Background: an optimization exercise with open tools, aiming at small area. Do not read the settings as production practice.
The RTL was checked by simulation tests, not by an equivalence proof against the original design.

## flow/design.v (module list and top-level ports; edited modules follow where they fit)
// module lc_fa: 6 lines
// module lc_ha: 6 lines
// module lc_xor2: 5 lines
// module lc_xnor2: 5 lines
// module lc_xor3: 5 lines
// module lc_o22ai: 5 lines
// module lc_o21ai: 5 lines
// module lc_a222oi: 5 lines
// module lc_nand4: 5 lines
// module lc_nand3: 5 lines
// module lc_nand2: 5 lines
// module lc_or3: 5 lines
// module lc_mux2i: 5 lines
// module lc_mux4: 6 lines
// module lc_nor2: 5 lines
// module lc_a22o: 5 lines
// module lc_inv: 5 lines
// module lc_or2: 5 lines
// module mul32: 622 lines
// module alu_unit: 65 lines
// module rf_unit: 36 lines
// module rdmux: 16 lines
// module processor: 295 lines
module processor(clk,reset,pc,instruction,backpressureslave,d_valid,d_data,a_valid,a_channel);
  // ...
==> flow/run.sh <==
#!/bin/bash
# synth_recipe.tcl (not shown) runs the flow's synth.tcl, then flattens the netlist and writes it again
# the make line also repeats each setting of config.mk as NAME=value (left out here)
make -C /OpenROAD-flow-scripts/flow DESIGN_CONFIG=/design/flow/config.mk WORK_HOME=/design/flow/orfs CLKGATE_MAP_FILE= SYNTH_SCRIPT=/design/flow/synth_recipe.tcl finish
==> flow/config.mk <==
export PLATFORM = sky130hd
export DESIGN_NAME = processor
export DESIGN_NICKNAME = processor
export VERILOG_FILES = /design/flow/design.v
export SDC_FILE = /design/flow/constraint.sdc
export NUM_CORES = 8
export LEC_CHECK = 0
export CAP_MARGIN = 20
export CORE_MARGIN = 2
export CORE_UTILIZATION = 30
export PLACE_DENSITY = 0.45
export SLEW_MARGIN = 20
export SYNTH_HIERARCHICAL = 1
==> flow/constraint.sdc <==
create_clock -name core_clock -period 15.0 [get_ports {clk}]
set_input_delay 3.0000 -clock core_clock [delete_from_list [all_inputs] [get_ports {clk}]]
set_output_delay 3.0000 -clock core_clock [all_outputs]
set_load 0.01 [all_outputs]
==> results.yml, run 1 <==
grt:
  grtUsageTotal_pct: 29.10
  grt.busiest_layer: "met2"
cells_and_area:
  seq_cell_count: 1618
  fin_nets: 7540
  syn_to_final_growth_pct: 19.78
  fin_cells: 10530
  multi_input_area_sq_mm: 0.04253
  layout-drive-gt1-share_pct: 10.92
  layout_common_cells: "dfxtp_1, a22o_1, a222oi_1, nand2_1, xor2_1"
  top_register: "rf.w.q"
  largest_reg_flops: 1024
worst_setup_path:
  timing.rr.end: "bra3[31]"
yosys:
  async_flop_share_pct: 0
  synth_top_family_by_area: "compound AO/OA/AOI/OAI gates"
  synth-edff-count: 0
  yosys_warnings: 9
placement:
  dp.cells: 10210
floorplanning:
  n_tap_cell: 3312
timing:
  worst_slew_pin_slew_ns: 1.193
outcome:
  status: "complete, no violations"
drt:
  vias: 69590
  topRoutingLayerUsed: "met5"
clock_network:
  cts-resized-gates: 0
==> run 2, diff against run 1 <==
--- a/flow/config.mk
+++ b/flow/config.mk
@@ -9,4 +9,6 @@
 export CORE_MARGIN = 2
 export CORE_UTILIZATION = 30
+export CTS_CLUSTER_DIAMETER = 150
+export CTS_CLUSTER_SIZE = 20
 export PLACE_DENSITY = 0.45
 export SLEW_MARGIN = 20
==> run 2 against run 1 <==
  * Routed wire length fell by 0.53%
  * Critical path type unchanged
  * Worst hold slack worse by 0.0021 ns
  * Non-clock buffer count is 1 higher
  * Cell area is 3.6% lower
  * Register-to-register slack about the same
  * Final cell count shrank 1.9%
  * Highest routed layer unchanged
==> results.yml, run 2 <==
worst_setup_path:
  cp-end-kind: "register"
  path_class: "register to register"
  cpPeakStageDelay_ns: 0.45
  crit_path_max_fanout: 7
  arrival_ns: 15.00
  cp-start-kind: "register"
  cp_common_cell: "fa_1"
  crit_slowest_cell: "dfxtp_1"
  cp.required_ns: 15.66
floorplanning:
  dieArea_sq_mm: 0.2519
  rows: 182
  coreArea_sq_mm: 0.2462
  die_h_microns: 501.9
  die_w_microns: 501.9
  num_io_pins: 154
  initial_core_util_pct: 30.21
cells_and_area:
  largest_reg_flops: 1024
  layout.cells.most_common: "dfxtp_1"
  syn_to_final_growth_pct: 15.51
  layout_common_cells: "dfxtp_1, a22o_1, a222oi_1, nand2_1, xor2_1"
  fillers: 24420
  layout-drive-gt1-share_pct: 8.975
  top_register: "rf.w.q"
  fin_nets: 7462
grt:
  antenna_found_initial: 35
  grt_pass1_vias: 64740
  grt-ovfl-total: 0
  grt_first_pass_wirelength_microns: 525300
  grtUsageTotal_pct: 28.90
  grt_max_degree: 93
timing:
  fin_crit_ns: 14.34
  max_freq_ghz: 0.06973
  finalClockSkew_ns: 0.04818
  relSlewSlack_pct: 20.14
  worst_slew_pin_slew_ns: 1.195
  tns_ns: 0
  fin_crit_sh_pct: 95.60
  maxSlewViolCount: 0
  hold_violations: 0
  grt_setup_unrepaired: "no"
  setup_viol: 0
yosys:
  avgSynthCellArea_sq_um: 11.42
  ys_types: 86
  synth_top_flop_cell: "dfxtp_1"
  synth_area_leaders: "dfxtp_1, a22o_1, a222oi_1"
  seq_area_frac_synth_pct: 43.55
  netlist_instances: 6514
  async_flop_share_pct: 0
  yosys-top-cells-count: "dfxtp_1, a22o_1, a222oi_1, nand2_1, xor2_1"
  synth_top_area_share_pct: 43.55
  synth_area_sq_mm: 0.07437
  synth_top_area_cell: "dfxtp_1"
  yosys_warnings: 9
  synth-edff-count: 0
  ys_ff_latch: 1618
  synth.most_common_cell: "dfxtp_1"
drt:
  drt_iter0_markers: 15020
  drtAntennaViolNets: 0
  wl_per_cell_microns: 36.85
  routed_wl_microns: 380800
  via_per_inst: 6.654
  drcViolationCount: 0
  vias: 68760
  drt_pass1_iterations: 19
placement:
  portBuffers: 145
  dpl.hpwl_microns: 239700
  gp_congestion: 0.9415
clock_network:
  ctsRootBufferMaster: "clkbuf_16"
  hold_buffers: 0
  cts_buffers: 90
  clockBufferDepth: 3
  clkSlewWorstSetupHoldPaths_ns: 0.10
  clock-sinks: 1618
  insertion_delay_ns: 0.79
  cts_setup_buffers: 0
  cts_tree: "built"
  htree_levels: 3
  cts-resized-gates: 0
flow_run:
  timing.max_cap.violations: 0
outcome:
  status: "complete, no violations"
hold_path:
  hp-class: "register to register"
-- run 2: cell types whose count changed in the layout (fill, tap and decap cells not counted) --
cell / before / now
inv_6: 5 / 1
clkbuf_8: 40 / 1
clkbuf_16: 173 / 91
buf_12: 8 / 9
clkbuf_1: 39 / 0
clkinv_2: 21 / 0
clkinv_8: 1 / 4
diode_2: 17 / 14
clkinvlp_4: 3 / 0
clkinv_4: 2 / 0
bufinv_16: 9 / 0
inv_16: 1 / 0
clkinv_16: 1 / 0
-- run 2: final cells by class --
type / instances / area (sq um) / share of cell area, %
clock buffer: 92 / 2291 / 2.667
tap: 3312 / 4144 / 4.824
timing repair buffer: 437 / 3835 / 4.464
clock inverter: 5 / 73.82 / 0.08593
inverter: 161 / 604.3 / 0.7035
sequential: 1618 / 32390 / 37.71
multi-input combinational: 4695 / 42530 / 49.51
antenna: 14 / 35.03 / 0.04078
-- run 2: metal layers --
layer | routed length, microns | up-vias | global-route usage (%)
li1 | - | 28300 | -
met1 | 153300 | 35310 | 38.45
met2 | 167200 | 4449 | 44.51
met3 | 40540 | 695 | 6.480
met4 | 19770 | 8 | 13.08
met5 | 49 | - | 0
-- run 2: kinds of logic (layout without fill, tap and decap cells) --
logic type	count (synthesis)	count (layout)	synth area share, %
muxes	108	108	1.975
buffers and inverters	239	695	1.364
adders and majority gates	391	391	9.889
other	2	54	0.01010
AOI/OAI and AO/OA	2588	2588	30.65
xor gates and xnor gates	375	375	4.416
DFF	1618	1618	43.55
and+or+nand+nor	1193	1193	8.140
-- run 2: path summary, 6_finish.rpt --
check                           slack (ns)     start        to  cells past startpoint
worst max register to register        0.66    ir2[4]  bra3[31]                     37
worst min register to register        0.32  bra3[27]  bra4[27]                      0
worst max-delay path                  0.66    ir2[4]  bra3[31]                     37
worst min-delay path                  0.32  bra3[27]  bra4[27]                      0
-- run 2: Yosys stat by module (local to each module, per instance), a selection --
module | times used | cell area, sq um | cells | flops+latches
lc_a222oi | 927 | 10.01 | 1 | 0
lc_fa | 328 | 20.02 | 1 | 0
lc_ha | 63 | 12.51 | 1 | 0
lc_nand4 | 192 | 6.256 | 1 | 0
lc_nor2 | 16 | 3.754 | 1 | 0
lc_or3 | 64 | 6.256 | 1 | 0
lc_xnor2 | 2 | 8.758 | 1 | 0
lc_xor2 | 306 | 8.758 | 1 | 0
mul32 | 1 | 474.2 | 77 | 0
rf_unit | 1 | 23050 | 1315 | 1088
-- run 2: per-stage QoR --
stage / cells / hold slack, ns / util (%) / worst slack, ns / area [sq um]
after floorplan: 6552 / 0.3096 / - / 0.5568 / 74510
after global placement: 10210 / 0.3103 / 33.81 / 0.8064 / 83220
after detailed placement: 10210 / 0.3121 / 33.82 / 0.7584 / 83260
after CTS: 10310 / 0.3117 / 34.78 / 0.7008 / 85630
after global routing: 10320 / 0.3184 / 34.89 / 0.2421 / 85880
final: 10330 / 0.3169 / 34.90 / 0.6598 / 85900
-- run 2: critical path: cells and delay by family (launching register included) --
kind          cells  cell delay, ns
flops             1            0.45
simple gates      4            0.74
buf+inv           1            0.19
fa+ha+maj        32           12.83
==> module rf_unit, before the edit <==
module rf_unit(clk, reset, ra1, ra2, wa, wd, we, r1, r2);
input clk, reset;
input [4:0] ra1, ra2, wa;
input [31:0] wd;
input we;
output reg [31:0] r1, r2;
wire [31:0] dec = we ? (32'b1 << wa) : 32'b0;
wire [31:0] ld = dec | {32{reset}};
wire [31:0] hd = ~ld;
wire [31:0] wdr = reset ? 32'b0 : wd;
wire [31:0] s1 = 32'b1 << ra1;
wire [31:0] s2 = 32'b1 << ra2;
wire [31:0] o1, o2;
wire [31:0] col [0:31];
genvar g, h;
generate for (h = 0; h < 32; h = h + 1) begin : w
  reg [31:0] q;
  wire [31:0] d;
  for (g = 0; g < 32; g = g + 1) begin : b
    lc_a22o u(.a1(q[g]), .a2(hd[h]), .b1(wdr[g]), .b2(ld[h]), .y(d[g]));
  end
  always @(posedge clk) q <= d;
end endgenerate
generate for (g = 0; g < 32; g = g + 1) begin : rd
  wire [31:0] c;
  for (h = 0; h < 32; h = h + 1) begin : r
    assign c[h] = w[h].q[g];
  end
  rdmux m1(.s(s1), .d(c), .y(o1[g]));
  rdmux m2(.s(s2), .d(c), .y(o2[g]));
end endgenerate
always @(posedge clk) begin
  r1 <= o1;
  r2 <= o2;
end
endmodule
==> module processor, before the edit <==
module processor(clk,reset,pc,instruction,backpressureslave,d_valid,d_data,a_valid,a_channel);
input clk, reset;
input [31:0] instruction;
output [31:0] pc;
input backpressureslave;
input d_valid;
input [31:0] d_data;
output a_valid;
output [52:0] a_channel;
localparam OP_R = 7'b0110011, OP_I = 7'b0010011, OP_L = 7'b0000011, OP_S = 7'b0100011,
           OP_B = 7'b1100011, OP_JALR = 7'b1100111, OP_JAL = 7'b1101111,
           OP_LUI = 7'b0110111, OP_AUIPC = 7'b0010111;
wire bp = backpressureslave;
reg [31:0] pcd;                  
reg [31:0] ir2, pc2;             
wire [31:0] r1_value, r2_value;  
reg [24:0] ir3;                  
reg        hi3;
reg [31:0] pc3, x3, y3, md3, bra3;
reg [3:0]  aluc3;                
reg [14:0] ir4;                  
reg        hi4;
reg [31:0] pc4, z4, md4, bra4;
reg        bco;                  
reg [14:0] ir5;
reg        hi5;
reg [31:0] z5;
reg        a_valid_r, mstate;
reg        ach_load, ach_size;
reg [9:0]  ach_addr;
reg [31:0] ach_data;
wire [6:0] op2 = ir2[6:0], op3 = ir3[6:0], op4 = ir4[6:0], op5 = ir5[6:0];
wire [2:0] f3_2 = ir2[14:12], f3_3 = ir3[14:12], f3_5 = ir5[14:12];
wire [4:0] rs1_2 = ir2[19:15], rs2_2 = ir2[24:20];
wire [4:0] rd3 = ir3[11:7], rs1_3 = ir3[19:15], rs2_3 = ir3[24:20];
wire [4:0] rd4 = ir4[11:7];
wire [4:0] rd5 = ir5[11:7];
wire lw3 = (op3 == OP_L) && (f3_3 == 3'b010);
wire lw5 = (op5 == OP_L) && (f3_5 == 3'b010);
wire jump4  = (op4 == OP_JALR) || (op4 == OP_JAL);
wire takebr = (op4 == OP_B) && bco;
wire c1 = (rs1_2 == rd3) && lw3 && (op2 == OP_JALR) && (f3_2 == 3'b000);
wire c3 = ((rd3 == rs2_2) || (rd3 == rs1_2)) && (op2 == OP_R) && lw3;
wire c4 = (rd3 == rs1_2) && (op2 == OP_I) && lw3;
wire c5 = lw3 && (op2 == OP_B) && ((rd3 == rs2_2) || (rd3 == rs1_2));
wire c6 = lw3 && (op2 == OP_S) && (f3_2 == 3'b010) && (rd3 == rs1_2);
wire stall = c1 | c3 | c4 | c5 | c6;
wire spc_z4  = !reset && !bp && jump4;
wire spc_br  = !reset && !bp && !jump4 && takebr;
wire spc_hld = reset || bp || (!jump4 && !takebr && stall);
wire spc_inc = !spc_z4 && !spc_br && !spc_hld;
wire hold2  = !reset && (bp || (!jump4 && !takebr && stall));    
wire nop2   = !reset && !bp && (jump4 || takebr);                
wire hold3  = !reset && bp;                                      
wire nop3   = !reset && !bp && (jump4 || takebr || stall);       
wire ld2    = !reset && !hold2 && !nop2;
wire ld3    = !reset && !hold3 && !nop3;
wire ir5_fwd = (op5 == OP_L) || (op5 == OP_R) || (op5 == OP_I);
reg [1:0] select_x3;
always @(*) begin
  if (bp) select_x3 = 2'd2;
  else if ((op2 == OP_AUIPC) || (op2 == OP_JAL)) select_x3 = 2'd1;
  else if (ir5_fwd && ((op2 == OP_B) || (op2 == OP_I) || (op2 == OP_R)) && (rd5 == rs1_2)) select_x3 = 2'd3;
  else if (lw5 && (op2 == OP_S) && (f3_2 == 3'b010) && (rd5 == rs1_2)) select_x3 = 2'd3;
  else select_x3 = 2'd0;
end
reg [1:0] select_y3;
always @(*) begin
  if (bp) select_y3 = 2'd2;
  else if ((op2 == OP_I) || (op2 == OP_JALR) || (op2 == OP_LUI) || (op2 == OP_AUIPC) || (op2 == OP_L)) select_y3 = 2'd1;
  else if (ir5_fwd && ((op2 == OP_R) || (op2 == OP_S) || (ir2 == 32'h63)) && (rs2_2 == rd5)) select_y3 = 2'd3;
  else select_y3 = 2'd0;
end
reg [1:0] select_md3;
always @(*) begin
  if (bp) select_md3 = 2'd2;
  else if ((rs2_2 == rd5) && (op2 == OP_S) && (op5 == OP_L)) select_md3 = 2'd1;
  else select_md3 = 2'd0;
end
function [1:0] f_sel_op1(input [24:0] i3, input h3, input [14:0] i4, input [14:0] i5, input h5);
  reg i3_63, i3_13, i5_13, l5;
  begin
    i3_63 = h3 && (i3[24:7] == 18'b0) && (i3[6:0] == 7'h63);
    i3_13 = h3 && (i3[24:7] == 18'b0) && (i3[6:0] == 7'h13);
    i5_13 = h5 && (i5[14:7] == 8'b0) && (i5[6:0] == 7'h13);
    l5 = (i5[6:0] == OP_L) && (i5[14:12] == 3'b010);
    if (l5 && (i3_63 || (i3[6:0] == OP_JALR) || (i3[6:0] == OP_R) || (i3[6:0] == OP_I)) && (i5[11:7] == i3[19:15])) f_sel_op1 = 2'd1;
    else if (l5 && (i3[6:0] == OP_S) && (i3[14:12] == 3'b010) && (i5[11:7] == i3[19:15])) f_sel_op1 = 2'd1;
    else if (((i5[6:0] == OP_R) || i5_13) && ((i3[6:0] == OP_R) || i3_13) && (i5[11:7] == i3[19:15])) f_sel_op1 = 2'd0;
    else if (((i4[6:0] == OP_R) || (i4[6:0] == OP_I) || (i4[6:0] == OP_LUI) || (i4[6:0] == OP_AUIPC)) &&
             ((i3[6:0] == OP_S) || (i3[6:0] == OP_JALR) || (i3[6:0] == OP_I) || (i3[6:0] == OP_R)) && (i4[11:7] == i3[19:15])) f_sel_op1 = 2'd2;
    else f_sel_op1 = 2'd0;
  end
endfunction
function [1:0] f_sel_op2(input [24:0] i3, input [14:0] i4, input [14:0] i5);
  reg f5;
  begin
    f5 = (i5[6:0] == OP_L) || (i5[6:0] == OP_R) || (i5[6:0] == OP_I);
    if (f5 && ((i3[6:0] == OP_B) || (i3[6:0] == OP_R)) && (i5[11:7] == i3[24:20])) f_sel_op2 = 2'd1;
    else if ((i4[6:0] == OP_R) && (i3[6:0] == OP_B) && (i4[11:7] == i3[24:20])) f_sel_op2 = 2'd2;
    else if (((i4[6:0] == OP_R) || (i4[6:0] == OP_LUI)) && (i3[6:0] == OP_R) && (i4[11:7] == i3[24:20])) f_sel_op2 = 2'd2;
    else f_sel_op2 = 2'd0;
  end
endfunction
reg [1:0] select_md4;
always @(*) begin
  if (bp) select_md4 = 2'd3;
  else if ((op5 == OP_L) || (op5 == OP_R) || ((op5 == OP_I) && (op3 == OP_S) && (rd5 == rs2_3))) select_md4 = 2'd1;
  else if (((op4 == OP_R) || (op4 == OP_I)) && (op3 == OP_S) && (rd4 == rs2_3)) select_md4 = 2'd2;
  else select_md4 = 2'd0;
end
reg [1:0] select_z5;
always @(*) begin
  if (op4 == OP_L) select_z5 = 2'd0;
  else if ((op4 == OP_R) || (op4 == OP_I) || (op4 == OP_LUI) || (op4 == OP_AUIPC)) select_z5 = 2'd1;
  else if (jump4 && (rd4 != 5'd0)) select_z5 = 2'd2;
  else select_z5 = 2'd1;
end
wire reg_we = (op5 == OP_R) || (op5 == OP_I) || (op5 == OP_JAL) || (op5 == OP_L) || (op5 == OP_LUI) || (op5 == OP_AUIPC);
wire nop4  = !reset && takebr;
wire hold4 = !reset && !takebr && bp;
wire [14:0] ir4_in = nop4 ? 15'b0 : (hold4 ? ir4 : ir3[14:0]);
wire        hi4_in = nop4 ? 1'b1 : (hold4 ? hi4 : (hi3 && ir3[24:15] == 10'b0));
wire [24:0] ir3n;
wire        hi3n = reset ? 1'b1 : (hold3 ? hi3 : (nop3 ? 1'b1 : (ir2[31:25] == 7'b0)));
wire [14:0] ir4n = reset ? 15'b0 : ir4_in;
wire        hi4n = reset ? 1'b1 : hi4_in;
wire [14:0] ir5n = (reset || bp) ? 15'b0 : ir4;
wire        hi5n = (reset || bp) ? 1'b1 : hi4;
wire [1:0]  sel_op1n = f_sel_op1(ir3n, hi3n, ir4n, ir5n, hi5n);
wire [1:0]  sel_op2n = f_sel_op2(ir3n, ir4n, ir5n);
reg s1_x, s1_5, s1_4, s2_y, s2_5, s2_4;
wire memop = (ir4_in[6:0] == OP_L) || (ir4_in[6:0] == OP_S);
wire req = memop && !bp && (!mstate || d_valid);
wire ach_ld = req && !reset;
wire ach_hd = !req && !reset;
reg [31:0] imm2;
always @(*) begin
  case (op2)
    OP_B: imm2 = {{20{ir2[31]}}, ir2[7], ir2[30:25], ir2[11:8], 1'b0};
    OP_LUI, OP_AUIPC: imm2 = {ir2[31:12], 12'b0};
    OP_JAL: imm2 = {{12{ir2[31]}}, ir2[19:12], ir2[20], ir2[30:21], 1'b0};
    default: imm2 = {{21{ir2[31]}}, ir2[30:20]};
  endcase
end
localparam A_ADD = 4'd0, A_SUB = 4'd1, A_AND = 4'd2, A_OR = 4'd3, A_XOR = 4'd4, A_SLT = 4'd5,
           A_SLTU = 4'd6, A_SRL = 4'd7, A_SLL = 4'd8, A_MUL = 4'd9, A_SLLW = 4'd10,
           A_SRLW = 4'd11, A_LUI = 4'd12;
reg [3:0] aluc2;
wire [6:0] f7_2 = ir2[31:25];
always @(*) begin
  aluc2 = A_ADD;
  if (op2 == OP_R) begin
    case ({f7_2, f3_2})
      {7'b0100000, 3'b000}: aluc2 = A_ADD;
      {7'b0000000, 3'b000}: aluc2 = A_SUB;
      {7'b0000000, 3'b111}: aluc2 = A_AND;
      {7'b0000000, 3'b110}: aluc2 = A_OR;
      {7'b0000000, 3'b100}: aluc2 = A_XOR;
      {7'b0000000, 3'b010}: aluc2 = A_SLT;
      {7'b0000000, 3'b011}: aluc2 = A_SLTU;
      {7'b0100000, 3'b101}: aluc2 = A_SRL;
      {7'b0000000, 3'b101}: aluc2 = A_SRL;
      {7'b0000000, 3'b001}: aluc2 = A_SLL;
      {7'b0000001, 3'b000}: aluc2 = A_MUL;
      default: aluc2 = A_ADD;
    endcase
  end else if (op2 == OP_I) begin
    case (f3_2)
      3'b000: aluc2 = A_ADD;
      3'b001: aluc2 = A_SUB;
      3'b111: aluc2 = A_AND;
      3'b110: aluc2 = A_OR;
      3'b100: aluc2 = A_XOR;
      3'b010: aluc2 = A_SLLW;
      3'b011: aluc2 = A_SLTU;
      3'b101: aluc2 = (f7_2 == 7'b0100000 || f7_2 == 7'b0000000) ? A_SRLW :
                      (f7_2 == 7'b0000001) ? A_SLLW : A_ADD;
      default: aluc2 = A_ADD;
    endcase
  end else if (op2 == OP_LUI) aluc2 = A_LUI;
  else if (op2 == OP_B) aluc2 = (f3_2 == 3'b010 || f3_2 == 3'b011) ? A_ADD : A_SUB;
  else aluc2 = A_ADD;
end
wire sx_r = (select_x3 == 2'd0), sx_p = (select_x3 == 2'd1), sx_h = (select_x3 == 2'd2), sx_z = (select_x3 == 2'd3);
wire sy_r = (select_y3 == 2'd0), sy_i = (select_y3 == 2'd1), sy_h = (select_y3 == 2'd2), sy_z = (select_y3 == 2'd3);
wire sm_r = (select_md3 == 2'd0), sm_z = (select_md3 == 2'd1), sm_h = (select_md3 == 2'd2);
wire s4_m = (select_md4 == 2'd0), s4_5 = (select_md4 == 2'd1), s4_4 = (select_md4 == 2'd2), s4_h = (select_md4 == 2'd3);
wire s5_d = (select_z5 == 2'd0), s5_4 = (select_z5 == 2'd1), s5_p = select_z5[1];
wire nhold2 = !hold2, nhold3 = !hold3, nrst = !reset;
wire [31:0] pc_n, pcinc, ir2_d, pc2_d, x3_d, y3_d, md3_d, bra3_d, pc3_d;
wire [31:0] operand1, operand2, md4_d, z5_d, ach_data_d;
wire [9:0]  ach_addr_d;
wire [31:0] z4_in;
wire [32:0] bc;
assign bc[0] = 1'b0;
lc_inv inc0(.a(pcd[0]), .y(pcinc[0]));
wire [31:0] ic;
assign ic[1] = pcd[0];
genvar j;
generate for (j = 1; j < 31; j = j + 1) begin : inc
  lc_ha u(.a(pcd[j]), .b(ic[j]), .s(pcinc[j]), .co(ic[j+1]));
end endgenerate
lc_xor2 inc31(.a(pcd[31]), .b(ic[31]), .y(pcinc[31]));
generate for (j = 0; j < 32; j = j + 1) begin : dp
  wire t1, t2, t3, t4, t5, t6, t7, t8, t9, t10, t11, t12;
  lc_a222oi upc(.a1(z4[j]), .a2(spc_z4), .b1(pcinc[j]), .b2(spc_inc), .c1(pcd[j]), .c2(spc_hld), .y(t1));
  lc_nand2 upb(.a(bra4[j]), .b(spc_br), .y(t2));
  lc_nand2 upo(.a(t1), .b(t2), .y(pc_n[j]));
  lc_a22o uir2(.a1(ir2[j]), .a2(hold2), .b1(instruction[j]), .b2(ld2), .y(ir2_d[j]));
  lc_a22o upc2(.a1(pc2[j]), .a2(hold2), .b1(pcinc[j]), .b2(nhold2), .y(pc2_d[j]));
  lc_a222oi ux3(.a1(r1_value[j]), .a2(sx_r), .b1(pc2[j]), .b2(sx_p), .c1(x3[j]), .c2(sx_h), .y(t3));
  lc_nand2 ux3z(.a(z5[j]), .b(sx_z), .y(t4));
  lc_nand2 ux3o(.a(t3), .b(t4), .y(x3_d[j]));
  lc_a222oi uy3(.a1(r2_value[j]), .a2(sy_r), .b1(imm2[j]), .b2(sy_i), .c1(y3[j]), .c2(sy_h), .y(t5));
  lc_nand2 uy3z(.a(z5[j]), .b(sy_z), .y(t6));
  lc_nand2 uy3o(.a(t5), .b(t6), .y(y3_d[j]));
  lc_a222oi umd3(.a1(r2_value[j]), .a2(sm_r), .b1(z5[j]), .b2(sm_z), .c1(md3[j]), .c2(sm_h), .y(t7));
  lc_inv umd3o(.a(t7), .y(md3_d[j]));
  lc_fa uba(.a(pc2[j]), .b(imm2[j]), .ci(bc[j]), .s(bra3_d[j]), .co(bc[j+1]));
  lc_a22o upc3(.a1(pc3[j]), .a2(hold3), .b1(pc2[j]), .b2(nhold3), .y(pc3_d[j]));
  lc_a222oi uo1(.a1(x3[j]), .a2(s1_x), .b1(z5[j]), .b2(s1_5), .c1(z4[j]), .c2(s1_4), .y(t8));
  lc_inv uo1o(.a(t8), .y(operand1[j]));
  lc_a222oi uo2(.a1(y3[j]), .a2(s2_y), .b1(z5[j]), .b2(s2_5), .c1(z4[j]), .c2(s2_4), .y(t9));
  lc_inv uo2o(.a(t9), .y(operand2[j]));
  lc_a222oi um4(.a1(md3[j]), .a2(s4_m), .b1(z5[j]), .b2(s4_5), .c1(z4[j]), .c2(s4_4), .y(t10));
  lc_nand2 um4h(.a(md4[j]), .b(s4_h), .y(t11));
  lc_nand2 um4o(.a(t10), .b(t11), .y(md4_d[j]));
  lc_a222oi uz5(.a1(d_data[j]), .a2(s5_d), .b1(z4[j]), .b2(s5_4), .c1(pc4[j]), .c2(s5_p), .y(t12));
  lc_inv uz5o(.a(t12), .y(z5_d[j]));
  lc_a22o uad(.a1(ach_data[j]), .a2(ach_hd), .b1(md4_d[j]), .b2(ach_ld), .y(ach_data_d[j]));
end endgenerate
generate for (j = 0; j < 25; j = j + 1) begin : dp3
  lc_a22o uir3(.a1(ir3[j]), .a2(hold3), .b1(ir2[j]), .b2(ld3), .y(ir3n[j]));
end endgenerate
generate for (j = 0; j < 10; j = j + 1) begin : dpa
  lc_a22o uaa(.a1(ach_addr[j]), .a2(ach_hd), .b1(z4_in[j]), .b2(ach_ld), .y(ach_addr_d[j]));
end endgenerate
assign pc = pc_n;
rf_unit rf(.clk(clk), .reset(reset), .ra1(ir2_d[19:15]), .ra2(ir2_d[24:20]), .wa(rd5), .wd(z5), .we(reg_we),
           .r1(r1_value), .r2(r2_value));
alu_unit alu(.a(operand1), .b(operand2), .op(aluc3), .z(z4_in));
reg bci;
always @(*) begin
  bci = 1'b0;
  if (op3 == OP_B) begin
    case (f3_3)
      3'b000: bci = (z4_in == 32'b0);
      3'b001: bci = (z4_in != 32'b0);
      3'b100, 3'b110: bci = z4_in[31];
      3'b101, 3'b111: bci = !z4_in[31];
      default: bci = 1'b0;
    endcase
  end
end
assign a_valid = a_valid_r;
assign a_channel = {ach_load, 2'b00, 3'b000, ach_size, 1'b0, ach_size, 2'b00, ach_addr, ach_data};
always @(posedge clk) begin
  pcd <= pc_n & {32{nrst}};
  ir2 <= ir2_d;
  ir3 <= ir3n; hi3 <= hi3n;
  ir4 <= ir4n; hi4 <= hi4n;
  ir5 <= ir5n; hi5 <= hi5n;
  s1_x <= (sel_op1n == 2'd0); s1_5 <= (sel_op1n == 2'd1); s1_4 <= sel_op1n[1];
  s2_y <= (sel_op2n == 2'd0); s2_5 <= (sel_op2n == 2'd1); s2_4 <= sel_op2n[1];
  ach_data <= ach_data_d;
  ach_addr <= ach_addr_d;
  if (reset) begin
    a_valid_r <= 1'b0; mstate <= 1'b0;
    ach_load <= 1'b0; ach_size <= 1'b0;
  end else begin
    a_valid_r <= req | (a_valid_r & !d_valid & !bp);
    mstate <= req | (mstate & !d_valid);
    if (req) begin
      ach_load <= (ir4_in[6:0] == OP_L);
      ach_size <= 1'b1;
    end
  end
end
always @(posedge clk) begin
  pc2 <= pc2_d;
  pc3 <= pc3_d;
  x3 <= x3_d;
  y3 <= y3_d;
  md3 <= md3_d;
  bra3 <= bra3_d;
  aluc3 <= aluc2;
  pc4 <= pc3;
  z4 <= z4_in;
  md4 <= md4_d;
  bra4 <= bra3;
  bco <= bci;
  z5 <= z5_d;
end
endmodule
==> run 3, diff against run 2 <==
--- a/flow/design.v
+++ b/flow/design.v
@@ -784,13 +784,19 @@
 input [31:0] wd;
 input we;
-output reg [31:0] r1, r2;
-wire [31:0] dec = we ? (32'b1 << wa) : 32'b0;
+output [31:0] r1, r2;
+reg [4:0]  wb_a;
+reg [31:0] wb_d;
+reg        wb_e;
+always @(posedge clk) begin
+  wb_a <= wa;
+  wb_d <= wd;
+  wb_e <= we && !reset;
+end
+wire [31:0] dec = wb_e ? (32'b1 << wb_a) : 32'b0;
 wire [31:0] ld = dec | {32{reset}};
 wire [31:0] hd = ~ld;
-wire [31:0] wdr = reset ? 32'b0 : wd;
+wire [31:0] wdr = reset ? 32'b0 : wb_d;
 wire [31:0] s1 = 32'b1 << ra1;
 wire [31:0] s2 = 32'b1 << ra2;
-wire [31:0] o1, o2;
-wire [31:0] col [0:31];
 genvar g, h;
 generate for (h = 0; h < 32; h = h + 1) begin : w
@@ -807,11 +813,7 @@
     assign c[h] = w[h].q[g];
   end
-  rdmux m1(.s(s1), .d(c), .y(o1[g]));
-  rdmux m2(.s(s2), .d(c), .y(o2[g]));
+  rdmux m1(.s(s1), .d(c), .y(r1[g]));
+  rdmux m2(.s(s2), .d(c), .y(r2[g]));
 end endgenerate
-always @(posedge clk) begin
-  r1 <= o1;
-  r2 <= o2;
-end
 endmodule
 module rdmux(s, d, y);
@@ -845,5 +847,5 @@
 wire bp = backpressureslave;
 reg [31:0] pcd;                  
-reg [31:0] ir2, pc2;             
+reg [31:0] ir2;                  
 wire [31:0] r1_value, r2_value;  
 reg [24:0] ir3;                  
@@ -853,5 +855,5 @@
 reg [14:0] ir4;                  
 reg        hi4;
-reg [31:0] pc4, z4, md4, bra4;
+reg [31:0] pc4, z4, bra4;
 reg        bco;                  
 reg [14:0] ir5;
@@ -937,6 +939,5 @@
 reg [1:0] select_md4;
 always @(*) begin
-  if (bp) select_md4 = 2'd3;
-  else if ((op5 == OP_L) || (op5 == OP_R) || ((op5 == OP_I) && (op3 == OP_S) && (rd5 == rs2_3))) select_md4 = 2'd1;
+  if ((op5 == OP_L) || (op5 == OP_R) || ((op5 == OP_I) && (op3 == OP_S) && (rd5 == rs2_3))) select_md4 = 2'd1;
   else if (((op4 == OP_R) || (op4 == OP_I)) && (op3 == OP_S) && (rd4 == rs2_3)) select_md4 = 2'd2;
   else select_md4 = 2'd0;
@@ -1018,8 +1019,8 @@
 wire sy_r = (select_y3 == 2'd0), sy_i = (select_y3 == 2'd1), sy_h = (select_y3 == 2'd2), sy_z = (select_y3 == 2'd3);
 wire sm_r = (select_md3 == 2'd0), sm_z = (select_md3 == 2'd1), sm_h = (select_md3 == 2'd2);
-wire s4_m = (select_md4 == 2'd0), s4_5 = (select_md4 == 2'd1), s4_4 = (select_md4 == 2'd2), s4_h = (select_md4 == 2'd3);
+wire s4_m = (select_md4 == 2'd0), s4_5 = (select_md4 == 2'd1), s4_4 = (select_md4 == 2'd2);
 wire s5_d = (select_z5 == 2'd0), s5_4 = (select_z5 == 2'd1), s5_p = select_z5[1];
 wire nhold2 = !hold2, nhold3 = !hold3, nrst = !reset;
-wire [31:0] pc_n, pcinc, ir2_d, pc2_d, x3_d, y3_d, md3_d, bra3_d, pc3_d;
+wire [31:0] pc_n, pcinc, ir2_d, x3_d, y3_d, md3_d, bra3_d, pc3_d;
 wire [31:0] operand1, operand2, md4_d, z5_d, ach_data_d;
 wire [9:0]  ach_addr_d;
@@ -1041,6 +1042,5 @@
   lc_nand2 upo(.a(t1), .b(t2), .y(pc_n[j]));
   lc_a22o uir2(.a1(ir2[j]), .a2(hold2), .b1(instruction[j]), .b2(ld2), .y(ir2_d[j]));
-  lc_a22o upc2(.a1(pc2[j]), .a2(hold2), .b1(pcinc[j]), .b2(nhold2), .y(pc2_d[j]));
-  lc_a222oi ux3(.a1(r1_value[j]), .a2(sx_r), .b1(pc2[j]), .b2(sx_p), .c1(x3[j]), .c2(sx_h), .y(t3));
+  lc_a222oi ux3(.a1(r1_value[j]), .a2(sx_r), .b1(pcd[j]), .b2(sx_p), .c1(x3[j]), .c2(sx_h), .y(t3));
   lc_nand2 ux3z(.a(z5[j]), .b(sx_z), .y(t4));
   lc_nand2 ux3o(.a(t3), .b(t4), .y(x3_d[j]));
@@ -1050,6 +1050,6 @@
   lc_a222oi umd3(.a1(r2_value[j]), .a2(sm_r), .b1(z5[j]), .b2(sm_z), .c1(md3[j]), .c2(sm_h), .y(t7));
   lc_inv umd3o(.a(t7), .y(md3_d[j]));
-  lc_fa uba(.a(pc2[j]), .b(imm2[j]), .ci(bc[j]), .s(bra3_d[j]), .co(bc[j+1]));
-  lc_a22o upc3(.a1(pc3[j]), .a2(hold3), .b1(pc2[j]), .b2(nhold3), .y(pc3_d[j]));
+  lc_fa uba(.a(pcd[j]), .b(imm2[j]), .ci(bc[j]), .s(bra3_d[j]), .co(bc[j+1]));
+  lc_a22o upc3(.a1(pc3[j]), .a2(hold3), .b1(pcd[j]), .b2(nhold3), .y(pc3_d[j]));
   lc_a222oi uo1(.a1(x3[j]), .a2(s1_x), .b1(z5[j]), .b2(s1_5), .c1(z4[j]), .c2(s1_4), .y(t8));
   lc_inv uo1o(.a(t8), .y(operand1[j]));
@@ -1057,6 +1057,5 @@
   lc_inv uo2o(.a(t9), .y(operand2[j]));
   lc_a222oi um4(.a1(md3[j]), .a2(s4_m), .b1(z5[j]), .b2(s4_5), .c1(z4[j]), .c2(s4_4), .y(t10));
-  lc_nand2 um4h(.a(md4[j]), .b(s4_h), .y(t11));
-  lc_nand2 um4o(.a(t10), .b(t11), .y(md4_d[j]));
+  lc_inv um4o(.a(t10), .y(md4_d[j]));
   lc_a222oi uz5(.a1(d_data[j]), .a2(s5_d), .b1(z4[j]), .b2(s5_4), .c1(pc4[j]), .c2(s5_p), .y(t12));
   lc_inv uz5o(.a(t12), .y(z5_d[j]));
@@ -1070,5 +1069,5 @@
 end endgenerate
 assign pc = pc_n;
-rf_unit rf(.clk(clk), .reset(reset), .ra1(ir2_d[19:15]), .ra2(ir2_d[24:20]), .wa(rd5), .wd(z5), .we(reg_we),
+rf_unit rf(.clk(clk), .reset(reset), .ra1(ir2[19:15]), .ra2(ir2[24:20]), .wa(rd5), .wd(z5), .we(reg_we),
            .r1(r1_value), .r2(r2_value));
 alu_unit alu(.a(operand1), .b(operand2), .op(aluc3), .z(z4_in));
@@ -1111,5 +1110,4 @@
 end
 always @(posedge clk) begin
-  pc2 <= pc2_d;
   pc3 <= pc3_d;
   x3 <= x3_d;
@@ -1120,5 +1118,4 @@
   pc4 <= pc3;
   z4 <= z4_in;
-  md4 <= md4_d;
   bra4 <= bra3;
   bco <= bci;
==> run 3 against run 2 <==
  * Global-route usage is 0.29 points higher
  * Core utilization is 0.15 points lower
  * Via count is 2.1% lower
  * Sequential share of layout area is 1.0 points lower
  * Routed wire length is 1.9% lower
  * Maximum frequency is 0.53% higher
  * First-iteration DRC count is 7.1% lower
  * Cell area is 3.0% lower
  * Critical endpoint unchanged
  * Clock-buffer cell count is 6 lower
  * Worst hold slack better by 0.0087 ns
  * Die area is 2.9% lower
==> results.yml, run 3 <==
placement:
  dpl.hpwl_microns: 235800
  dp_slack_ns: 0.7634
  dp.cells: 9943
  gp_congestion: 0.9550
  place_area_sq_mm: 0.08090
  portBuffers: 145
yosys:
  synth_top_area_share_pct: 42.38
  avgSynthCellArea_sq_um: 11.35
  netlist_instances: 6361
  synth_area_sq_mm: 0.07219
  yosys_warnings: 9
  ys_ff_latch: 1528
  ys_types: 84
  yosys-top-cells-count: "dfxtp_1, a22o_1, a222oi_1, nand2_1, fa_1"
  seq_area_frac_synth_pct: 42.38
  synth_top_area_cell: "dfxtp_1"
  async_flop_share_pct: 0
  synth-edff-count: 0
  synth_area_leaders: "dfxtp_1, a22o_1, a222oi_1"
  synth.most_common_cell: "dfxtp_1"
  synth_top_flop_cell: "dfxtp_1"
floorplanning:
  rows: 180
  num_io_pins: 154
  die_h_microns: 494.5
  dieArea_sq_mm: 0.2446
  initial_core_util_pct: 30.10
  coreArea_sq_mm: 0.2399
  die_w_microns: 494.5
clock_network:
  ctsRootBufferMaster: "clkbuf_16"
  htree_levels: 3
  insertion_delay_ns: 0.79
  hold_buffers: 0
  clock-sinks: 1528
  cts_setup_buffers: 0
  cts_buffers: 86
  clockBufferDepth: 3
  clkSlewWorstSetupHoldPaths_ns: 0.09
  cts_tree: "built"
  cts-resized-gates: 0
worst_setup_path:
  crit_path_max_fanout: 8
  cp_common_cell: "fa_1"
  path_class: "register to register"
  cp.required_ns: 15.66
  cp-end-kind: "register"
  cp-start-kind: "register"
  arrival_ns: 14.93
  crit_slowest_cell: "dfxtp_1"
  cpPeakStageDelay_ns: 0.48
drt:
  drt_iter0_markers: 13950
  drt_pass1_iterations: 19
  via_per_inst: 6.692
  wl_per_cell_microns: 37.14
  drtAntennaViolNets: 0
  routed_wl_microns: 373500
  drcViolationCount: 0
  vias: 67300
flow_run:
  timing.max_cap.violations: 0
cells_and_area:
  fillers: 23850
  syn_to_final_growth_pct: 15.47
  layout.cells.most_common: "dfxtp_1"
  layout_common_cells: "dfxtp_1, a22o_1, a222oi_1, nand2_1, fa_1"
  layout-drive-gt1-share_pct: 9.249
  utilization_pct: 34.75
  largest_reg_flops: 1024
  fin_cells: 10060
  top_register: "rf.w.q"
  stdcell_area_sq_mm: 0.08335
  fin_nets: 7308
timing:
  setup_viol: 0
  fin_ws_ns: 0.7349
  finalClockSkew_ns: 0.08662
  hold_violations: 0
  max_freq_ghz: 0.07010
  timing.hold.ws_ns: 0.3256
  relSlewSlack_pct: 19.47
  fin_crit_ns: 14.27
  maxSlewViolCount: 0
  worst_slew_pin_slew_ns: 1.208
  tns_ns: 0
  grt_setup_unrepaired: "no"
  fin_crit_sh_pct: 95.10
grt:
  grtUsageTotal_pct: 29.19
  grt_first_pass_wirelength_microns: 513700
  grt-ovfl-total: 0
  grt_pass1_vias: 63990
  grt_max_degree: 87
  antenna_found_initial: 28
hold_path:
  hp-class: "register to register"
outcome:
  status: "complete, no violations"
-- run 3: cell types whose count changed after synthesis, moves of 11 or more --
| cell | before | now |
|---|---|---|
| a21o_1 | 55 | 44 |
| dfxtp_1 | 1618 | 1528 |
| a22o_1 | 1216 | 1188 |
| xor2_1 | 330 | 319 |
| inv_1 | 161 | 189 |
| nand2_1 | 460 | 393 |
-- run 3: modules after synthesis (local to each module, per instance), a selection --
module / flip-flops and latches / area, sq um / cells / copies in the design
lc_xor2: 0 / 8.758 / 1 / 306
lc_fa: 0 / 20.02 / 1 / 328
lc_a22o: 0 / 8.758 / 1 / 1183
lc_xnor2: 0 / 8.758 / 1 / 2
lc_nand4: 0 / 6.256 / 1 / 192
processor: 466 / 12400 / 951 / 1
lc_nor2: 0 / 3.754 / 1 / 16
alu_unit: 0 / 536.8 / 95 / 1
lc_mux4: 0 / 22.52 / 1 / 31
lc_ha: 0 / 12.51 / 1 / 63
lc_inv: 0 / 3.754 / 1 / 163
rf_unit: 1062 / 22540 / 1290 / 1
lc_nand2: 0 / 3.754 / 1 / 351
mul32: 0 / 474.2 / 77 / 1
lc_a222oi: 0 / 10.01 / 1 / 927
lc_o22ai: 0 / 6.256 / 1 / 256
-- run 3: layout make-up --
type                    count  area [sq um]  share of cell area, %
flip-flops and latches   1528         30590                  36.70
repair buffers            447          3777                  4.532
clock buffers              86          2152                  2.582
multi-input cells        4596         41910                  50.29
diodes                     16         40.04                0.04804
inverters                 190         713.2                 0.8556
well taps                3185          3985                  4.781
clock inverters             8         181.4                 0.2177
-- run 3: path summary, 6_finish.rpt --
check	from	end	slack, ns	cells past startpoint
worst max-delay path	ir2[6]	bra3[31]	0.73	35
worst min-delay path	bra3[2]	bra4[2]	0.33	0
worst max register to register	ir2[6]	bra3[31]	0.73	35
worst min register to register	bra3[2]	bra4[2]	0.33	0
-- run 3: critical path, delay by kind of cell, from the launching register on --
| family | cells | cell delay [ns] |
|---|---|---|
| adder cells (fa/ha/maj) | 32 | 13.03 |
| AND/OR/NAND/NOR | 3 | 0.62 |
| flip-flops | 1 | 0.48 |
-- run 3: cells by family after synthesis --
logic type,count (synthesis),share of synthesized area [%]
compound gates,2563,31.22
xor+xnor,374,4.538
fa+ha+maj,391,10.19
buf+inv,275,1.593
flops,1528,42.38
mux,108,2.037
other cells,2,0.01040
simple gates,1120,8.041
-- run 3: routing by layer --
metal  wire length, microns  vias to the layer above  global-route usage (%)
li1                       -                    27710                       -
met1                 149300                    34290                   38.62
met2                 163900                     4523                   44.32
met3                  37390                      758                   5.938
met4                  22790                       10                   16.23
met5                     69                        -                       0
==> run 4, diff against run 3 <==
==> flow/flow/run.sh (new file) <==
#!/bin/bash
# The standard layout (the standard.sh, unchanged synthesis and steps) with two settings
# changed through ORFS variables: the port buffers are the small sky130_fd_sc_hd__buf_2 instead of
# the delay cell buffer_ports picks by default, and clock tree synthesis clusters at most 20 sinks
# within 150 um per leaf buffer. Each make run's full output goes to its own log file here.
set -euo pipefail
export BUFFER_PORTS_ARGS="-buffer_cell sky130_fd_sc_hd__buf_2"
export CTS_ARGS="-sink_clustering_enable -repair_clock_nets -sink_clustering_size 20 -sink_clustering_max_diameter 150"
bash standard.sh synth > synth.log 2>&1
bash standard.sh > layout.log 2>&1
==> flow/standard.sh (new file) <==
#!/bin/bash
# synth_recipe.tcl (not shown) runs the flow's synth.tcl, then flattens the netlist and writes it again
# the make line also repeats each setting of config.mk as NAME=value (left out here)
make -C /OpenROAD-flow-scripts/flow DESIGN_CONFIG=/design/flow/config.mk WORK_HOME=/design/flow/orfs CLKGATE_MAP_FILE= SYNTH_SCRIPT=/design/flow/synth_recipe.tcl "${@:-finish}"
removed: flow/run.sh
==> run 4 against run 3 <==
  * Clock-buffer cell count up 1
  * Non-clock buffer count up 2
  * Flip-flop and latch count unchanged
  * Critical path depth unchanged
  * Die area unchanged
  * Cell area down 0.84%
  * Area after synthesis unchanged
  * Register-to-register slack worse by 0.14 ns
  * Highest routed layer unchanged
  * Largest cell class unchanged
  * First-iteration DRC count up 1.8%
==> results.yml, run 4 <==
outcome:
  status: "complete, no violations"
yosys:
  synth-edff-count: 0
  async_flop_share_pct: 0
  seq_area_frac_synth_pct: 42.38
  netlist_instances: 6361
  synth.most_common_cell: "dfxtp_1"
  synth_area_leaders: "dfxtp_1, a22o_1, a222oi_1"
  avgSynthCellArea_sq_um: 11.35
  ys_ff_latch: 1528
  synth_top_area_share_pct: 42.38
  synth_top_area_cell: "dfxtp_1"
  synth_area_sq_mm: 0.07219
  ys_types: 84
  yosys_warnings: 9
  yosys-top-cells-count: "dfxtp_1, a22o_1, a222oi_1, nand2_1, fa_1"
  synth_top_flop_cell: "dfxtp_1"
drt:
  drt_pass1_iterations: 14
  drcViolationCount: 0
  drtAntennaViolNets: 0
  wl_per_cell_microns: 37.07
  drt_iter0_markers: 14210
  via_per_inst: 6.706
  vias: 67420
  routed_wl_microns: 372600
floorplanning:
  die_w_microns: 494.5
  initial_core_util_pct: 30.10
  dieArea_sq_mm: 0.2446
  die_h_microns: 494.5
  num_io_pins: 154
  rows: 180
  coreArea_sq_mm: 0.2399
clock_network:
  ctsRootBufferMaster: "clkbuf_16"
  cts_tree: "built"
  clock-sinks: 1528
  clkSlewWorstSetupHoldPaths_ns: 0.10
  cts-resized-gates: 0
  cts_buffers: 86
  htree_levels: 3
  hold_buffers: 0
  insertion_delay_ns: 0.79
  clockBufferDepth: 3
  cts_setup_buffers: 0
cells_and_area:
  syn_to_final_growth_pct: 14.50
  fin_nets: 7310
  utilization_pct: 34.46
  fillers: 23900
  layout_common_cells: "dfxtp_1, a22o_1, a222oi_1, nand2_1, fa_1"
  largest_reg_flops: 1024
  stdcell_area_sq_mm: 0.08265
  top_register: "rf.w.q"
  layout-drive-gt1-share_pct: 11.42
  layout.cells.most_common: "dfxtp_1"
worst_setup_path:
  r2r_start: "ir2[6]"
  ff2ff_setup_slack_ns: 0.59
  timing.rr.end: "bra3[31]"
  rr_worst_depth: 35
  crit_slowest_cell: "dfxtp_1"
  cp-end-kind: "register"
  cp-start-kind: "register"
  cpPeakStageDelay_ns: 0.50
  cp.required_ns: 15.66
  crit_path_max_fanout: 8
  path_class: "register to register"
  arrival_ns: 15.07
  cp_common_cell: "fa_1"
hold_path:
  hold_path_depth: 0
  hp-class: "register to register"
  hp-start: "pc3[11]"
  hold-path-endpoint: "pc4[11]"
timing:
  grt_setup_unrepaired: "no"
  fin_ws_ns: 0.5902
  hold_violations: 0
  maxSlewViolCount: 0
  fin_crit_ns: 14.41
  finalClockSkew_ns: 0.06219
  tns_ns: 0
  max_freq_ghz: 0.06940
  worst_slew_pin_slew_ns: 1.270
  setup_viol: 0
  fin_crit_sh_pct: 96.07
  relSlewSlack_pct: 15.11
grt:
  antenna_found_initial: 36
  grt_first_pass_wirelength_microns: 514600
  grt_pass1_vias: 64320
  grt-ovfl-total: 0
  grtUsageTotal_pct: 29.15
  grt_max_degree: 62
placement:
  dpl.hpwl_microns: 233600
  gp_congestion: 0.9120
  place_area_sq_mm: 0.08026
  dp_slack_ns: 0.6898
  portBuffers: 145
flow_run:
  timing.max_cap.violations: 0
## run 4: cell counts after synthesis
Identical to the previous run, type by type.
## run 4: worst max path at each step
stage / depth (start not counted) / slack [ns] / start / end
after floorplan: 35 / 0.34 / aluc3[3] / bco
after global routing: 35 / 0.24 / ir2[6] / bra3[31]
after CTS: 35 / 0.65 / ir2[6] / bra3[31]
after global placement: 35 / 0.79 / ir2[6] / bra3[31]
final: 35 / 0.59 / ir2[6] / bra3[31]
after detailed placement: 35 / 0.69 / ir2[6] / bra3[31]
## run 4: layout make-up
class | instances | area (sq um) | share of cell area [%]
inverters | 190 | 713.2 | 0.8629
diodes | 10 | 25.02 | 0.03028
well taps | 3185 | 3985 | 4.822
clock inverters | 8 | 143.9 | 0.1741
flip-flops and latches | 1528 | 30590 | 37.01
repair buffers | 449 | 3089 | 3.738
clock buffers | 87 | 2177 | 2.634
multi-input cells | 4596 | 41930 | 50.73
## run 4: through the flow
stage | std cells | hold WS [ns]
finish | 10050 | 0.3065
global route | 10050 | 0.3245
CTS | 10040 | 0.2975
detailed placement | 9946 | 0.3121
global placement | 9942 | 0.3108
floorplan | 6399 | 0.3096
## run 4: critical path, delay by kind of cell, from the launching register on
kind	cells	cell delay (ns)
fa+ha+maj	32	13.15
simple gates	3	0.63
flops	1	0.50
## run 4: Yosys stat by module (local to each module, per instance), excerpt
module,copies in the design,cells inside,flops+latches
lc_xor2,306,1,0
lc_a222oi,927,1,0
processor,1,951,466
lc_a22o,1183,1,0
rf_unit,1,1290,1062
lc_ha,63,1,0
## run 4: logic make-up (layout without fill, tap and decap cells)
kind of cell / count (synthesis) / count (layout) / synth area share, %
other: 2 / 50 / 0.01040
AOI/OAI and AO/OA: 2563 / 2563 / 31.22
buffers and inverters: 275 / 734 / 1.593
xor gates and xnor gates: 374 / 374 / 4.538
adders and majority gates: 391 / 391 / 10.19
and+or+nand+nor: 1120 / 1120 / 8.041
DFF: 1528 / 1528 / 42.38
muxes: 108 / 108 / 2.037
## run 4: per-layer routing
metal,wire (microns),track usage (%)
met5,97,0
met4,21740,14.97
met3,38030,6.065
met2,165100,45.19
met1,147600,38.17

==> port drivers added, routing unchanged <==
The results above use ideal ports. As a check the final layouts listed here were re-extracted and re-timed, cells and wires unchanged. Step 1 assumes that a clkbuf_16 drives the clock port and a buf_2 every other input. Step 2 moves the port delays by t, midway between the first and last clock arrival at a register: inputs arrive t later, outputs are due t later. That takes back most of the time a late clock gives input paths. Three values: ideal ports, drivers, drivers and shift; two values: the first two.
| run | t, ns | slack for setup (ns) | worst setup path at the end | latest minus earliest clock arrival (ns) | worst register clock-pin slew, ns |
|---|---|---|---|---|---|
| run 1 | 0.899 | 0.672 / 0.672 / 0.672 | register to register | 0.048 / 0.049 | 0.07 / 0.07 |
| run 2 | 0.863 | 0.660 / 0.660 / 0.660 | register to register | 0.051 / 0.052 | 0.10 / 0.10 |
| run 3 | 0.851 | 0.735 / 0.735 / 0.735 | register to register | 0.088 / 0.088 | 0.11 / 0.11 |
| run 4 | 0.850 | 0.590 / 0.590 / 0.590 | register to register | 0.064 / 0.064 | 0.10 / 0.10 |
After both steps setup and hold are still met in every run listed.
